Source: an optimization exercise on an open RTL-to-GDS flow (aim: small area). Production flows keep margins and buffers that such runs may drop. In this exercise RTL edits were held to simulation tests only and were not proved equivalent to the original.

## flow/design.v (module list and top-level ports; edited modules follow where they fit)
// module fadd: 4 lines
// module hadd: 4 lines
// module dds_core: 1999 lines
module dds_core(
    input  wire        clk,
    input  wire        rst_n,
    input  wire        btn_mode,
    input  wire        rot_a,
    input  wire        rot_b,
    input  wire        btn_step,
    output wire [10:0] rom_addr,
    input  wire [47:0] rom_data,
    output wire [11:0] dac_out
);
  // ...
==> flow/run.sh <==
#!/bin/bash
# synth_recipe.tcl (not shown) runs the flow's synth.tcl, then flattens the netlist and writes it again
# the make line also repeats each setting of config.mk as NAME=value (left out here)
make -C /OpenROAD-flow-scripts/flow DESIGN_CONFIG=/design/flow/config.mk WORK_HOME=/design/flow/orfs CLKGATE_MAP_FILE= SYNTH_SCRIPT=/design/flow/synth_recipe.tcl finish
==> flow/config.mk <==
export PLATFORM = sky130hd
export DESIGN_NAME = dds_core
export DESIGN_NICKNAME = dds_core
export VERILOG_FILES = /design/flow/design.v
export SDC_FILE = /design/flow/constraint.sdc
export NUM_CORES = 4
export LEC_CHECK = 0
export ABC_AREA = 1
export CAP_MARGIN = 0
export CORE_MARGIN = 2
export CORE_UTILIZATION = 60
export CTS_BUF_LIST = sky130_fd_sc_hd__clkbuf_4
export SLEW_MARGIN = 0
export SYNTH_HIERARCHICAL = 1
==> flow/constraint.sdc <==
create_clock -name core_clock -period 80.0 [get_ports {clk}]
set_input_delay 16.0000 -clock core_clock [delete_from_list [all_inputs] [get_ports {clk}]]
set_output_delay 16.0000 -clock core_clock [all_outputs]
set_load 0.01 [all_outputs]
==> results.json, run 1 <==
{
  "drive_gt1_share_pct": 8.547,
  "met2_length_mm": 51.41,
  "post_synth_num_cell_types": 49,
  "vias": 28250,
  "tritoncts": "built",
  "worst_ep_required_time_ns": 80.64,
  "critical_path.top_delay_family": "adder cells",
  "cts_hold_buffers": 0,
  "routed.top_layer": "met4",
  "ys_top_cells_by_area": "sky130_fd_sc_hd__fa_1 (34%), sky130_fd_sc_hd__dfrtp_1 (19%), sky130_fd_sc_hd__xor2_1 (12%)",
  "clk_root_buffer_cell": "sky130_fd_sc_hd__clkbuf_4",
  "drt_first_iter_violations": 3797,
  "yosysSeqAreaShare_pct": 19.31,
  "final_cell_area_sq_um": 35530,
  "postSynthAreaPerCell_sq_um": 9.687,
  "ff_latch_area_sq_um": 6466,
  "synthesized_instance_count": 3455,
  "run_status": "complete, no violations",
  "critical_path_class": "reg -> reg",
  "max_stage_delay_ns": 0.98,
  "rows": 86,
  "yosys_warn_count": 7,
  "inverters": 288,
  "max_cap_viol_count": 0,
  "synth_compound_area_share_pct": 14.68,
  "antenna_violating_nets_post_route": 0,
  "clock_distribution_area_overhead_in_the_final_layout_pct": 2.447
}
==> inputs of run 2 (changes only) <==
--- a/flow/design.v
+++ b/flow/design.v
@@ -1955,28 +1955,28 @@
         endcase
     end
     wire delta_neg = (Mode != 3'd0) & x[31];    
     wire zcross = (Mode == 3'd4) ? ((out1[31:23] == 9'd0) || (out1[31:23] == {9{1'b1}}))
                                  : ((out1[31:22] == 10'd0) || (out1[31:22] == {10{1'b1}}));
     wire dir = out2[31];
     wire do_update = zcross & update_wait;
     wire load = Ready | do_update;
-    wire [27:0] init1 = {4'b0000, rom_data[47:24]};
-    wire [27:0] ninit1;
-    wire [28:0] nc;
-    assign nc[0] = 1'b1;
-    generate for (gi = 0; gi < 28; gi = gi + 1) begin : gneg
-        hadd u(.a(~init1[gi]), .b(nc[gi]), .s(ninit1[gi]), .co(nc[gi+1]));
+    wire [23:0] rs = rom_data[47:24];
+    wire [24:0] low;             
+    assign low[0] = 1'b0;
+    generate for (gi = 0; gi < 24; gi = gi + 1) begin : gneg
+        assign low[gi+1] = low[gi] | rs[gi];
     end endgenerate
+    wire [27:0] init1 = {4'b0000, rs} ^ ({{4{low[24]}}, low[23:0]} & {28{~dir}});
     always @(posedge clk or negedge rst_n) begin
         if (~rst_n) begin
             out1 <= 0; out2 <= 0; ad <= 0; update_wait <= 0;
         end else begin
-            if (load)        out1 <= {dir ? init1 : ninit1, 4'b0000};
+            if (load)        out1 <= {init1, 4'b0000};
             else if (Enable) out1 <= out;
             if (load)        out2 <= 32'h000000AB;
             else if (Enable) out2 <= out1;
             if (load)        ad <= rom_data[23:0];
             if (FreqChng)       update_wait <= 1;
             else if (do_update) update_wait <= 0;
         end
     end
==> flow/flow/run.sh (new file) <==
#!/bin/bash
# Layout flow: the standard ORFS flow (standard.sh, standard synthesis
# unchanged) with two changes to how the layout is made:
#  - the port buffers that ORFS inserts at placement are buf_1 cells;
#  - clock tree synthesis uses clkbuf_8 buffers (sink clusters of up to 14) and
#    inserts no dummy loads;
# The full make output goes to flow_make.log in this folder; ORFS writes each
# step's log under orfs/logs/.
set -euo pipefail
export BUFFER_PORTS_ARGS="-buffer_cell sky130_fd_sc_hd__buf_1"
export CTS_ARGS="-sink_clustering_enable -repair_clock_nets -dont_use_dummy_load -buf_list sky130_fd_sc_hd__clkbuf_8 -sink_clustering_size 14 -sink_clustering_max_diameter 60"
bash standard.sh > flow_make.log 2>&1
==> flow/standard.sh (new file) <==
#!/bin/bash
# synth_recipe.tcl (not shown) runs the flow's synth.tcl, then flattens the netlist and writes it again
# the make line also repeats each setting of config.mk as NAME=value (left out here)
make -C /OpenROAD-flow-scripts/flow DESIGN_CONFIG=/design/flow/config.mk WORK_HOME=/design/flow/orfs CLKGATE_MAP_FILE= SYNTH_SCRIPT=/design/flow/synth_recipe.tcl "${@:-finish}"
==> flow/config.mk (replaced) <==
export PLATFORM = sky130hd
export DESIGN_NAME = dds_core
export DESIGN_NICKNAME = dds_core
export VERILOG_FILES = /design/flow/design.v
export SDC_FILE = /design/flow/constraint.sdc
export NUM_CORES = 4
export LEC_CHECK = 0
export ABC_AREA = 1
export CAP_MARGIN = 0
export CORE_MARGIN = 2
export CORE_UTILIZATION = 70
export SLEW_MARGIN = 0
export SYNTH_HIERARCHICAL = 1
removed: flow/run.sh
==> results.json, run 2 <==
{
  "yosys_warn_count": 7,
  "globalRouteTotalUtil_pct": 49.68,
  "rows": 79,
  "cts.htree.levels": 1,
  "path_clk_slew_ns": 0.08,
  "busiest_layer": "met2",
  "vias": 29200,
  "detailedPlacementHpwl_mm": 77.47,
  "setup.worst_path.start": "Enable$_DFF_PN1_",
  "yosysSeqAreaShare_pct": 19.38,
  "max_stage_delay_ns": 1.04,
  "fin_tns_setup_ns": 0,
  "ys_top_cells_by_area": "sky130_fd_sc_hd__fa_1 (34%), sky130_fd_sc_hd__dfrtp_1 (19%), sky130_fd_sc_hd__xor2_1 (13%)",
  "post-cts-setup-buffer-count": 0,
  "worst-path-stages": 80,
  "failed_checks": "capacitance limit, slew limit",
  "tritoncts": "built",
  "synthesized_instance_count": 3469,
  "drt_first_iter_violations": 4619,
  "synth_commonest_cells": "sky130_fd_sc_hd__fa_1 (563), sky130_fd_sc_hd__o22ai_1 (524), sky130_fd_sc_hd__xor2_1 (485)",
  "die_height_um": 222.3,
  "multiInputGateArea_sq_um": 24570,
  "setup_viol": 0,
  "layout_common_cells": "sky130_fd_sc_hd__fa_1 (563), sky130_fd_sc_hd__o22ai_1 (524), sky130_fd_sc_hd__xor2_1 (485)",
  "place.gp.congestion": 1.014,
  "layout_setup_ws_ns": 48.09,
  "critPathMaxFanout": 53,
  "critical_path_class": "reg -> reg",
  "timing.reg2reg.setup_slack_ns": 48.09,
  "globalRoute.totalOverflow": 0,
  "timing.final.max_slew_violations": 1,
  "pin_count_of_the_biggest_net_entering_global_routing": 82,
  "cts_made_buffers": 26,
  "detail_route.wirelength_mm": 120.6,
  "slowest_stage": "sky130_fd_sc_hd__dfstp_4",
  "insertion_delay_ns": 0.66,
  "antenna_violating_nets_post_route": 0,
  "crit_buf_inv": 4,
  "reg2reg_to": "delta_y[29]$_DFF_PN0_",
  "area_growth_syn_to_layout_pct": 2.713,
  "detailed_place.area_sq_um": 33890,
  "post-route-drc-count": 0,
  "final_common_cell": "sky130_fd_sc_hd__fa_1",
  "post_synth_num_cell_types": 50,
  "postSynthAreaPerCell_sq_um": 9.614,
  "ys_dominant_reg_cell": "sky130_fd_sc_hd__dfrtp_1",
  "place.port_buffers": 76,
  "coreArea_sq_um": 46750,
  "die_span_in_x_um": 222.3,
  "first_global_vias": 30750,
  "synth-seq-cells": 258,
  "critical_path.top_delay_family": "adder cells",
  "critical_path_arrival_ns": 32.39,
  "cp-end-kind": "flop",
  "pre_cts_slack_ns": 48.14,
  "hold_path_class": "reg -> reg",
  "fin_crit_sh_pct": 39.88,
  "timing.slew.headroom_pct": -0.5411,
  "global_route_wire_length_before_repair_mm": 182.5,
  "setup.worst_path.end": "delta_y[29]$_DFF_PN0_",
  "die_area_sq_um": 49410,
  "ff_latch_area_sq_um": 6466,
  "worst_ep_required_time_ns": 80.49,
  "largestRegisters": "out1: 32 flops, out2: 32 flops",
  "drive_gt1_share_pct": 6.306,
  "worst_clock_skew_ns": 0.1385,
  "grtUsageMet1_pct": 61.48,
  "clkSinkCount": 258,
  "pin_count": 77,
  "ctsLongestPathBuffers": 3,
  "run_status": "finished with violations",
  "max_cap_viol_count": 1,
  "hold_viol_final": 0,
  "rsz0062_at_grt": "false",
  "setup.worst_path.start_class": "flop",
  "first_pass_detailed_route_iteration_total": 9,
  "number_of_flops_mapped_to_enable_cells_by_yosys": 0,
  "vias_per_cell": 7.382,
  "grt_antenna_before_repair": 2,
  "groute.layer.met2.usage_pct": 72.23,
  "max_slew.worst_pin.slew_ns": 1.492,
  "dominant_cell_type_by_count_on_the_critical_path": "sky130_fd_sc_hd__fa_1",
  "synth_most_common_cell": "sky130_fd_sc_hd__fa_1",
  "r2r_depth": 80,
  "layout_min_cycle_time_ns": 31.91,
  "yosys.area.top_type": "sky130_fd_sc_hd__fa_1",
  "fillerInstances": 3470,
  "synth_top_area_share_pct": 33.79,
  "route.detailed.wl_per_inst_um": 30.49,
  "clk_root_buffer_cell": "sky130_fd_sc_hd__clkbuf_8",
  "cts_repair_resize_count": 0,
  "cts_hold_buffers": 0,
  "final_cell_area_sq_um": 34260,
  "asyncSetResetFlopFracSynth_pct": 100.0,
  "fmax_mhz": 31.34,
  "floorplan.initialDensity_pct": 71.33,
  "grt_use_met3_pct": 18.78,
  "mappedNetlistArea_sq_um": 33350,
  "nNetsFinal": 4045,
  "crit-reg2reg-launch": "Enable$_DFF_PN1_"
}
run 2: worst min path at each step:
stage	startpoint	end	slack (ns)	cells after the start
floorplan	A1$_DFF_PN0_	A2$_DFF_PN0_	0.33	0
global placement	sb_D1$_DFF_PN0_	sb_D2$_DFF_PN0_	0.33	0
detailed placement	sb_D1$_DFF_PN0_	sb_D2$_DFF_PN0_	0.34	0
CTS	mb_D1$_DFF_PN0_	mb_D2$_DFF_PN0_	0.34	0
global route	mb_D1$_DFF_PN0_	mb_D2$_DFF_PN0_	0.34	0
finish	mb_D1$_DFF_PN0_	mb_D2$_DFF_PN0_	0.34	0
run 2: metal layers:
metal	vias up	wire length (um)
li1	11300	-
met1	14220	39620
met2	2738	50870
met3	939	18830
met4	4	11240
met5	-	36
run 2: kinds of logic after synthesis:
kind of cell | synth area share [%]
buffers and inverters | 7.091
other | 0.01124
and+or+nand+nor | 7.222
adders and majority gates | 36.80
DFF | 19.38
muxes | 1.013
AOI/OAI and AO/OA | 15.31
xor gates and xnor gates | 13.18
run 2: cell type report:
type                            count  area share [%]
Timing Repair Buffer              165           2.794
Inverter                          303           3.320
Sequential cell                   258           18.88
Antenna cell                        2         0.01461
Clock buffer                       26           1.045
Tap cell                          607           2.217
Multi-Input combinational cell   2594           71.73
run 2: Yosys stat by module, one instance, submodules excluded:
module	cell area, sq um	flip-flops and latches	cells inside	times used
dds_core	21350	258	2847	1
fadd	20.02	0	1	562
hadd	12.51	0	1	60
run 2: through the flow:
| step | hold WS (ns) | utilization (%) | instances |
|---|---|---|---|
| after floorplan | 0.3312 | - | 3469 |
| after global placement | 0.3348 | 72.49 | 3927 |
| after detailed placement | 0.3416 | 72.49 | 3927 |
| after CTS | 0.3430 | 73.26 | 3953 |
| after global routing | 0.3421 | 73.26 | 3953 |
| final | 0.3421 | 73.27 | 3955 |
==> inputs of run 3 (changes only) <==
--- a/flow/config.mk
+++ b/flow/config.mk
@@ -9,5 +9,5 @@
 export CAP_MARGIN = 0
 export CORE_MARGIN = 2
-export CORE_UTILIZATION = 70
+export CORE_UTILIZATION = 78
 export SLEW_MARGIN = 0
 export SYNTH_HIERARCHICAL = 1
==> results.json, run 3 <==
{
  "max_stage_delay_ns": 0.94,
  "place.gp.congestion": 0.9939,
  "die_height_um": 210.8,
  "grt_antenna_before_repair": 9,
  "rows": 75,
  "max_slew.worst_pin.slew_ns": 1.216,
  "worst_ep_required_time_ns": 80.48,
  "mappedNetlistArea_sq_um": 33350,
  "synth_commonest_cells": "sky130_fd_sc_hd__fa_1 (563), sky130_fd_sc_hd__o22ai_1 (524), sky130_fd_sc_hd__xor2_1 (485)",
  "timing.final.max_slew_violations": 0,
  "run_status": "complete, no violations",
  "cts_hold_buffers": 0,
  "tritoncts": "built",
  "first_global_vias": 31570,
  "first_pass_detailed_route_iteration_total": 17,
  "synthesized_instance_count": 3469,
  "layout_common_cells": "sky130_fd_sc_hd__fa_1 (563), sky130_fd_sc_hd__o22ai_1 (524), sky130_fd_sc_hd__xor2_1 (485)",
  "cp-end-kind": "flop",
  "area_growth_syn_to_layout_pct": 2.465,
  "synth_top_area_share_pct": 33.79,
  "fin_crit_sh_pct": 39.58,
  "asyncSetResetFlopFracSynth_pct": 100.0,
  "largestRegisters": "out1: 32 flops, out2: 32 flops",
  "fillerInstances": 2669,
  "pin_count": 77,
  "detail_route.wirelength_mm": 119.8,
  "coreArea_sq_um": 42040,
  "yosys.area.top_type": "sky130_fd_sc_hd__fa_1",
  "post-cts-setup-buffer-count": 0,
  "clkSinkCount": 258,
  "postSynthAreaPerCell_sq_um": 9.614,
  "vias": 29960,
  "ctsLongestPathBuffers": 3,
  "critical_path_arrival_ns": 32.14,
  "path_clk_slew_ns": 0.09,
  "final_common_cell": "sky130_fd_sc_hd__fa_1",
  "synth-seq-cells": 258,
  "slowest_stage": "sky130_fd_sc_hd__dfstp_4",
  "cts.htree.levels": 1,
  "floorplan.initialDensity_pct": 79.33,
  "dp_cells": 3858,
  "fin_tns_setup_ns": 0,
  "hold_viol_final": 0,
  "source_of_the_worst_hold_timing_path": "B1$_DFF_PN0_",
  "drive_gt1_share_pct": 6.278,
  "post-route-drc-count": 0,
  "die_span_in_x_um": 210.8,
  "finish.cell_count_without_fillers": 3890,
  "setup_viol": 0,
  "antenna_violating_nets_post_route": 0,
  "number_of_flops_mapped_to_enable_cells_by_yosys": 0,
  "cts_repair_resize_count": 0,
  "fmax_mhz": 31.58,
  "hold_path_class": "reg -> reg",
  "yosys_warn_count": 7,
  "yosysSeqAreaShare_pct": 19.38,
  "setup.worst_path.start": "Enable$_DFF_PN1_",
  "route.detailed.wl_per_inst_um": 30.79,
  "vias_per_cell": 7.702,
  "worst_clock_skew_ns": 0.1349,
  "layout_min_cycle_time_ns": 31.66,
  "detailedPlacementHpwl_mm": 77.28,
  "rsz0062_at_grt": "false",
  "globalRouteTotalUtil_pct": 55.43,
  "die_area_sq_um": 44430,
  "clk_root_buffer_cell": "sky130_fd_sc_hd__clkbuf_8",
  "post_synth_num_cell_types": 50,
  "timing.slew.headroom_pct": 18.96,
  "crit-reg2reg-launch": "Enable$_DFF_PN1_",
  "dominant_cell_type_by_count_on_the_critical_path": "sky130_fd_sc_hd__fa_1",
  "max_cap_viol_count": 0,
  "critical_path_class": "reg -> reg",
  "ys_dominant_reg_cell": "sky130_fd_sc_hd__dfrtp_1",
  "synth_most_common_cell": "sky130_fd_sc_hd__fa_1",
  "drt_first_iter_violations": 5544,
  "globalRoute.totalOverflow": 0,
  "insertion_delay_ns": 0.66,
  "nNetsFinal": 4044,
  "setup.worst_path.start_class": "flop",
  "cts_made_buffers": 26,
  "critPathMaxFanout": 42,
  "ys_top_cells_by_area": "sky130_fd_sc_hd__fa_1 (34%), sky130_fd_sc_hd__dfrtp_1 (19%), sky130_fd_sc_hd__xor2_1 (13%)",
  "pin_count_of_the_biggest_net_entering_global_routing": 83,
  "place.port_buffers": 76,
  "global_route_wire_length_before_repair_mm": 181.9
}
==> run 3: cell type report <==
cell class | instances | area, sq um | area share, %
Tap cell | 539 | 674.4 | 1.973
Sequential cell | 258 | 6466 | 18.92
Clock buffer | 26 | 357.8 | 1.047
Antenna cell | 6 | 15.01 | 0.04394
Inverter | 303 | 1137 | 3.328
Timing Repair Buffer | 164 | 949.7 | 2.779
Multi-Input combinational cell | 2594 | 24570 | 71.91
==> run 3: final timing paths <==
| kind | to | slack (ns) | depth (start not counted) |
|---|---|---|---|
| worst max register to register | delta_y[26]$_DFF_PN0_ | 48.34 | 80 |
| worst min-delay path | B2$_DFF_PN0_ | 0.35 | 0 |
| max in group asynchronous | out1[15]$_DFFE_PN0P_ | 62.33 | 3 |
| min in group asynchronous | mb_D1$_DFF_PN0_ | 15.47 | 1 |
| worst min register to register | B2$_DFF_PN0_ | 0.35 | 0 |
| worst max-delay path | delta_y[26]$_DFF_PN0_ | 48.34 | 80 |
==> run 3: Yosys stat by module (local to each module, per instance) <==
| module | flip-flops and latches | times used | cells inside |
|---|---|---|---|
| dds_core | 258 | 1 | 2847 |
| hadd | 0 | 60 | 1 |
| fadd | 0 | 562 | 1 |
==> run 3: kinds of logic (layout without fill, tap and decap cells) <==
family          Yosys count  count (layout)  synth area share, %
compound gates          836             836                15.31
mux                      30              30                1.013
xor+xnor                502             502                13.18
other cells               1               7              0.01124
buf+inv                 617             493                7.091
flops                   258             258                19.38
fa+ha+maj               643             643                36.80
simple gates            582             582                7.222
==> run 3: metrics by stage <==
step	worst slack, ns	util (%)	cell area (sq um)	hold WS, ns
after floorplan	49.71	-	33350	0.3312
after global placement	49.07	80.40	33800	0.3331
after detailed placement	48.51	80.40	33800	0.3364
after CTS	48.60	81.25	34160	0.3565
after global routing	47.49	81.25	34160	0.3622
final	48.34	81.29	34170	0.3541
==> run 3: critical path: cells and delay by family (launching register included) <==
family / cells / cell delay [ns]
AND/OR/NAND/NOR: 3 / 0.53
XOR/XNOR: 2 / 0.33
adder cells (fa/ha/maj): 68 / 28.24
AO/OA/AOI/OAI: 3 / 0.58
flip-flops: 1 / 0.94
buffers and inverters: 4 / 0.91
==> run 3: layer usage <==
| layer | vias to the layer above | global-route usage, % | part of all wire [%] |
|---|---|---|---|
| li1 | 11300 | - | - |
| met1 | 14200 | 65.80 | 31 |
| met2 | 3232 | 78.25 | 41 |
| met3 | 1218 | 26.54 | 17 |
| met4 | 8 | 41.84 | 11 |
| met5 | - | 0.7786 | 0.055 |
==> inputs of run 4 (changes only) <==
--- a/flow/config.mk
+++ b/flow/config.mk
@@ -9,5 +9,5 @@
 export CAP_MARGIN = 0
 export CORE_MARGIN = 2
-export CORE_UTILIZATION = 78
+export CORE_UTILIZATION = 60
 export SLEW_MARGIN = 0
 export SYNTH_HIERARCHICAL = 1
==> results.json, run 4 <==
{
  "run_status": "complete, no violations",
  "yosys.area.top_type": "sky130_fd_sc_hd__fa_1",
  "setup.worst_path.start_class": "flop",
  "max_slew.worst_pin.slew_ns": 1.243,
  "synth_commonest_cells": "sky130_fd_sc_hd__fa_1 (563), sky130_fd_sc_hd__o22ai_1 (524), sky130_fd_sc_hd__xor2_1 (485)",
  "timing.slew.headroom_pct": 17.13,
  "cp-end-kind": "flop",
  "drive_gt1_share_pct": 6.589,
  "final_core_util_pct": 62.71,
  "finish.cell_count_without_fillers": 4102,
  "worst_clock_skew_ns": 0.1199,
  "yosys_warn_count": 7,
  "critical_path_arrival_ns": 31.76,
  "asyncSetResetFlopFracSynth_pct": 100.0,
  "hold_path_class": "reg -> reg",
  "worst_ep_required_time_ns": 80.40,
  "first_pass_detailed_route_iteration_total": 6,
  "route.detailed.wl_per_inst_um": 29.25,
  "die_area_sq_um": 57490,
  "synth_most_common_cell": "sky130_fd_sc_hd__fa_1",
  "insertion_delay_ns": 0.65,
  "reg2reg_to": "delta_y[26]$_DFF_PN0_",
  "synth_top_area_share_pct": 33.79,
  "layout_common_cells": "sky130_fd_sc_hd__fa_1 (563), sky130_fd_sc_hd__o22ai_1 (524), sky130_fd_sc_hd__xor2_1 (485)",
  "detail_route.wirelength_mm": 120.0,
  "mappedNetlistArea_sq_um": 33350,
  "critPathMaxFanout": 34,
  "clkSinkCount": 258,
  "antenna-diode-count": 0,
  "antenna_violating_nets_post_route": 0,
  "cts_repair_resize_count": 0,
  "rows": 86,
  "tritoncts": "built",
  "globalRouteTotalUtil_pct": 43.01,
  "ctsLongestPathBuffers": 3,
  "layout_min_cycle_time_ns": 31.36,
  "global_route_wire_length_before_repair_mm": 182.4,
  "crit-reg2reg-launch": "Enable$_DFF_PN1_",
  "critical_path_class": "reg -> reg",
  "setup.worst_path.start": "Enable$_DFF_PN1_",
  "nNetsFinal": 4053,
  "clk_root_buffer_cell": "sky130_fd_sc_hd__clkbuf_8",
  "fin_tns_setup_ns": 0,
  "setup.worst_path.end": "delta_y[26]$_DFF_PN0_",
  "post-route-drc-count": 0,
  "coreArea_sq_um": 54990,
  "grt_antenna_before_repair": 1,
  "cts.htree.levels": 1,
  "place.port_buffers": 76,
  "globalRoute.totalOverflow": 0,
  "post-cts-setup-buffer-count": 0,
  "die_height_um": 239.8,
  "r2r_depth": 81,
  "max_cap_viol_count": 0,
  "cts_hold_buffers": 0,
  "dominant_cell_type_by_count_on_the_critical_path": "sky130_fd_sc_hd__fa_1",
  "post_synth_num_cell_types": 50,
  "die_span_in_x_um": 239.8,
  "fin_hold_ws_ns": 0.3425,
  "fmax_mhz": 31.89,
  "largestRegisters": "out1: 32 flops, out2: 32 flops",
  "pin_count_of_the_biggest_net_entering_global_routing": 76,
  "place.gp.congestion": 0.9985,
  "ys_top_cells_by_area": "sky130_fd_sc_hd__fa_1 (34%), sky130_fd_sc_hd__dfrtp_1 (19%), sky130_fd_sc_hd__xor2_1 (13%)",
  "hold_viol_final": 0,
  "vias_per_cell": 6.764,
  "ys_dominant_reg_cell": "sky130_fd_sc_hd__dfrtp_1",
  "pin_count": 77,
  "floorplan.initialDensity_pct": 60.65,
  "yosysSeqAreaShare_pct": 19.38,
  "setup_viol": 0,
  "dp_cells": 4077,
  "final_common_cell": "sky130_fd_sc_hd__fa_1",
  "detailedPlacementHpwl_mm": 82.35,
  "slowest_stage": "sky130_fd_sc_hd__dfstp_4",
  "vias": 27740,
  "max_stage_delay_ns": 0.82,
  "drt_first_iter_violations": 3354,
  "path_clk_slew_ns": 0.10,
  "postSynthAreaPerCell_sq_um": 9.614,
  "first_global_vias": 29340,
  "area_growth_syn_to_layout_pct": 3.395,
  "cts_made_buffers": 25,
  "rsz0062_at_grt": "false",
  "synth-seq-cells": 258,
  "synthesized_instance_count": 3469,
  "timing.reg2reg.setup_slack_ns": 48.64,
  "fin_crit_sh_pct": 39.20,
  "number_of_flops_mapped_to_enable_cells_by_yosys": 0,
  "timing.final.max_slew_violations": 0
}
run 4: changes by cell type in the layout (fill, tap and decap cells not counted):
cell                       delta
sky130_fd_sc_hd__nand2_1      -1
sky130_fd_sc_hd__diode_2      -6
sky130_fd_sc_hd__clkbuf_8     -1
sky130_fd_sc_hd__buf_4       +10
sky130_fd_sc_hd__o21ai_0      -1
sky130_fd_sc_hd__inv_1        -2
sky130_fd_sc_hd__o21ai_1      +1
sky130_fd_sc_hd__inv_2        +1
sky130_fd_sc_hd__clkinv_1     +1
sky130_fd_sc_hd__nand2_2      +1
run 4: through the flow:
stage          instance area [sq um]  setup WS, ns
3_3_place_gp                   34140         49.38
5_1_grt                        34480         47.80
3_5_place_dp                   34140         48.97
4_1_cts                        34480         48.93
6_report                       34480         48.64
2_1_floorplan                  33350         49.71
run 4: how the worst min path moves through the flow:
stage               startpoint         endpoint  slack, ns  cells past startpoint
3_3_place_gp   mb_D1$_DFF_PN0_  mb_D2$_DFF_PN0_       0.34                      0
3_5_place_dp      B1$_DFF_PN0_     B2$_DFF_PN0_       0.33                      0
5_1_grt        sb_D1$_DFF_PN0_  sb_D2$_DFF_PN0_       0.34                      0
2_1_floorplan     A1$_DFF_PN0_     A2$_DFF_PN0_       0.33                      0
6_report       sb_D1$_DFF_PN0_  sb_D2$_DFF_PN0_       0.34                      0
4_1_cts        sb_D1$_DFF_PN0_  sb_D2$_DFF_PN0_       0.35                      0
run 4: worst max-delay path: cells and delay by family (launching register included):
kind | cells | cell delay (ns)
xor gates and xnor gates | 2 | 0.33
and+or+nand+nor | 3 | 0.52
adders and majority gates | 68 | 27.89
AOI/OAI and AO/OA | 3 | 0.47
DFF | 1 | 0.82
buffers and inverters | 5 | 1.04
run 4: cell families (layout without fill, tap and decap cells):
family          after synthesis  in the layout  share of synthesized area, %
mux                          30             30                         1.013
other cells                   1              1                       0.01124
simple gates                582            582                         7.222
fa+ha+maj                   643            643                         36.80
buf+inv                     617            502                         7.091
flops                       258            258                         19.38
xor+xnor                    502            502                         13.18
compound gates              836            836                         15.31
run 4: routing by layer:
| layer | GRT usage [%] | up-vias | routed length [um] |
|---|---|---|---|
| met5 | 0 | - | 0 |
| li1 | - | 11310 | - |
| met3 | 12.25 | 569 | 14190 |
| met2 | 64.93 | 2047 | 53070 |
| met4 | 26.25 | 0 | 8935 |
| met1 | 55.10 | 13820 | 43770 |
run 4: Yosys stat by module (local to each module, per instance):
module    area [sq um]  flip-flops and latches
dds_core         21350                     258
fadd             20.02                       0
hadd             12.51                       0
run 4: layout make-up:
cell class | instances | area (sq um)
inverter | 303 | 1137
sequential | 258 | 6466
tap | 748 | 935.9
timing repair buffer | 174 | 1025
multi-input combinational | 2594 | 24570
fill | 4648 | 20500
clock buffer | 25 | 344.1
==> inputs of run 5 (changes only) <==
==> flow/flow/run.sh (replaced) <==
#!/bin/bash
# Layout flow: the standard ORFS flow (standard.sh, standard synthesis
# unchanged) with three changes to how the layout is made:
#  - the port buffers that ORFS inserts at placement are buf_1 cells;
#  - clock tree synthesis uses clkbuf_8 buffers (sink clusters of up to 14) and
#    inserts no dummy loads;
#  - timing-driven global placement does not keep the resizer's buffering
#    (the design has over 40 ns of setup slack); repair_design after
#    placement still fixes every slew, capacitance and fanout violation
#    (with the default 20% slew and capacitance margins).
# The full make output goes to flow_make.log in this folder; ORFS writes each
# step's log under orfs/logs/.
set -euo pipefail
export BUFFER_PORTS_ARGS="-buffer_cell sky130_fd_sc_hd__buf_1"
export CTS_ARGS="-sink_clustering_enable -repair_clock_nets -dont_use_dummy_load -buf_list sky130_fd_sc_hd__clkbuf_8 -sink_clustering_size 14 -sink_clustering_max_diameter 60"
export GPL_KEEP_OVERFLOW=0
bash standard.sh > flow_make.log 2>&1
--- a/flow/config.mk
+++ b/flow/config.mk
@@ -7,7 +7,7 @@
 export LEC_CHECK = 0
 export ABC_AREA = 1
-export CAP_MARGIN = 0
+export CAP_MARGIN = 20
 export CORE_MARGIN = 2
 export CORE_UTILIZATION = 60
-export SLEW_MARGIN = 0
+export SLEW_MARGIN = 20
 export SYNTH_HIERARCHICAL = 1
==> results.json, run 5 <==
{
  "ys_top_cells_by_area": "sky130_fd_sc_hd__fa_1 (34%), sky130_fd_sc_hd__dfrtp_1 (19%), sky130_fd_sc_hd__xor2_1 (13%)",
  "final_common_cell": "sky130_fd_sc_hd__fa_1",
  "antenna_violating_nets_post_route": 0,
  "multiInputGateArea_sq_um": 24680,
  "synth_commonest_cells": "sky130_fd_sc_hd__fa_1 (563), sky130_fd_sc_hd__o22ai_1 (524), sky130_fd_sc_hd__xor2_1 (485)",
  "slowest_stage": "sky130_fd_sc_hd__dfstp_4",
  "nNetsFinal": 4013,
  "final_cell_area_sq_um": 35280,
  "asyncSetResetFlopFracSynth_pct": 100.0,
  "yosys.area.top_type": "sky130_fd_sc_hd__fa_1",
  "synth-seq-cells": 258,
  "floorplan.initialDensity_pct": 60.65,
  "timing.reg2reg.setup_slack_ns": 46.75,
  "cts_repair_resize_count": 0,
  "clk_root_buffer_cell": "sky130_fd_sc_hd__clkbuf_8",
  "layout_setup_ws_ns": 46.75,
  "first_global_vias": 29560,
  "ys_dominant_reg_cell": "sky130_fd_sc_hd__dfrtp_1",
  "tritoncts": "built",
  "critical_path_arrival_ns": 33.63,
  "globalRoute.totalOverflow": 0,
  "pin_count_of_the_biggest_net_entering_global_routing": 90,
  "rsz0062_at_grt": "false",
  "layout_min_cycle_time_ns": 33.25,
  "area_growth_syn_to_layout_pct": 5.785,
  "place.port_buffers": 76,
  "largestRegisters": "out1: 32 flops, out2: 32 flops",
  "setup_viol": 0,
  "pin_count": 77,
  "detailedPlacementHpwl_mm": 84.98,
  "post-cts-setup-buffer-count": 0,
  "rows": 86,
  "die_span_in_x_um": 239.8,
  "vias_per_cell": 6.862,
  "timing.final.max_slew_violations": 0,
  "yosysSeqAreaShare_pct": 19.38,
  "globalRouteTotalUtil_pct": 42.51,
  "fmax_mhz": 30.08,
  "coreArea_sq_um": 54990,
  "drive_gt1_share_pct": 7.091,
  "insertion_delay_ns": 0.64,
  "cp-end-kind": "flop",
  "path_clk_slew_ns": 0.09,
  "post_synth_num_cell_types": 50,
  "detailed_place.area_sq_um": 34900,
  "number_of_flops_mapped_to_enable_cells_by_yosys": 0,
  "fillerInstances": 4486,
  "hold_viol_final": 0,
  "post-route-drc-count": 0,
  "fin_tns_setup_ns": 0,
  "synthesized_instance_count": 3469,
  "dominant_cell_type_by_count_on_the_critical_path": "sky130_fd_sc_hd__fa_1",
  "max_stage_delay_ns": 1.05,
  "fin_crit_sh_pct": 41.56,
  "timing.slew.headroom_pct": 17.64,
  "fin_hold_ws_ns": 0.3457,
  "vias": 27880,
  "setup.worst_path.start_class": "flop",
  "synth_most_common_cell": "sky130_fd_sc_hd__fa_1",
  "run_status": "complete, no violations",
  "ctsLongestPathBuffers": 3,
  "critPathMaxFanout": 89,
  "hold_path_class": "reg -> reg",
  "cts_made_buffers": 25,
  "first_pass_detailed_route_iteration_total": 7,
  "critical_path_class": "reg -> reg",
  "worst_clock_skew_ns": 0.1074,
  "place.gp.congestion": 0.9463,
  "yosys_warn_count": 7,
  "postSynthAreaPerCell_sq_um": 9.614,
  "ff_latch_area_sq_um": 6467,
  "global_route_wire_length_before_repair_mm": 180.7,
  "max_slew.worst_pin.slew_ns": 1.234,
  "synth_top_area_share_pct": 33.79,
  "die_height_um": 239.8,
  "pre_cts_slack_ns": 47.03,
  "clkSinkCount": 258,
  "route.detailed.wl_per_inst_um": 29.31,
  "max_cap_viol_count": 0,
  "worst_ep_required_time_ns": 80.38,
  "drt_first_iter_violations": 3551,
  "die_area_sq_um": 57490,
  "cts_hold_buffers": 0,
  "detail_route.wirelength_mm": 119.1,
  "cts.htree.levels": 1,
  "layout_common_cells": "sky130_fd_sc_hd__fa_1 (563), sky130_fd_sc_hd__o22ai_1 (523), sky130_fd_sc_hd__xor2_1 (485)",
  "mappedNetlistArea_sq_um": 33350,
  "grt_antenna_before_repair": 1
}
==> run 5: cells by family (layout without fill, tap and decap cells) <==
family / count (synthesis) / after routing / share of synthesized area (%)
flip-flops: 258 / 258 / 19.38
adder cells (fa/ha/maj): 643 / 643 / 36.80
AND/OR/NAND/NOR: 582 / 582 / 7.222
other: 1 / 2 / 0.01124
multiplexers: 30 / 30 / 1.013
XOR/XNOR: 502 / 502 / 13.18
buffers and inverters: 617 / 462 / 7.091
AO/OA/AOI/OAI: 836 / 836 / 15.31
==> run 5: metal layers <==
layer	global-route usage [%]	part of all wire, %
met5	0.3463	0
met4	28.58	8.1
met3	10.74	11
met2	64.25	44
met1	54.22	36
==> run 5: worst paths after layout <==
path	to	depth (start not counted)	startpoint
hold / removal	mb_D2$_DFF_PN0_	0	mb_D1$_DFF_PN0_
min in group asynchronous	state[1]$_DFFE_PN0P_	1	rst_n
max in group asynchronous	mb_counter[0]$_DFF_PN1_	4	rst_n
hold reg to reg	mb_D2$_DFF_PN0_	0	mb_D1$_DFF_PN0_
setup reg to reg	delta_y[29]$_DFF_PN0_	79	Enable$_DFF_PN1_
setup / recovery	delta_y[29]$_DFF_PN0_	79	Enable$_DFF_PN1_
==> run 5: modules after synthesis (local to each module, per instance) <==
module / area (sq um) / cells inside
hadd: 12.51 / 1
fadd: 20.02 / 1
dds_core: 21350 / 2847
==> run 5: worst max-delay path, delay by kind of cell, from the launching register on <==
kind / cells / cell delay, ns
flip-flops: 1 / 1.05
XOR/XNOR: 2 / 0.33
AND/OR/NAND/NOR: 3 / 0.72
buffers and inverters: 3 / 1.67
adder cells (fa/ha/maj): 68 / 28.65
AO/OA/AOI/OAI: 3 / 0.47
==> run 5: final cells by class <==
cell class,count,area share [%]
Antenna cell,1,0.007093
Inverter,303,3.280
Sequential cell,258,18.33
Timing Repair Buffer,134,4.805
Multi-Input combinational cell,2594,69.95
Clock buffer,25,0.9753
Tap cell,748,2.653
==> run 5: through the flow <==
step / utilization [%] / std cells
2_1_floorplan: - / 3469
3_3_place_gp: 60.64 / 3979
3_5_place_dp: 63.47 / 4036
4_1_cts: 64.10 / 4061
5_1_grt: 64.16 / 4063
6_report: 64.16 / 4063

re-timing with driven ports:
How much do the figures lean on ideal ports? The routed layouts below were timed once more, with nothing changed but the port constraints. Step 1 sets driving cells, clkbuf_16 on the clock port and buf_2 on the other inputs (assumed; they add their load-dependent delay and slew). Step 2 adds t to the input delays and takes it off the output delays; t is the mean of the earliest and latest rising clock arrival at the registers after step 1. Input paths then give back, and output paths get back, about the clock's delay inside the block. Slacks: ideal ports / drivers / drivers and shift; pairs: ideal ports / drivers.
run | t (ns) | setup slack, ns | worst setup path at the end
run 1 | 0.770 | 48.882 / 48.882 / 48.882 | register to register
run 2 | 0.648 | 48.093 / 48.093 / 48.093 | register to register
run 3 | 0.655 | 48.338 / 48.338 / 48.338 | register to register
run 4 | 0.644 | 48.641 / 48.641 / 48.641 | register to register
run 5 | 0.644 | 46.750 / 46.750 / 46.750 | register to register
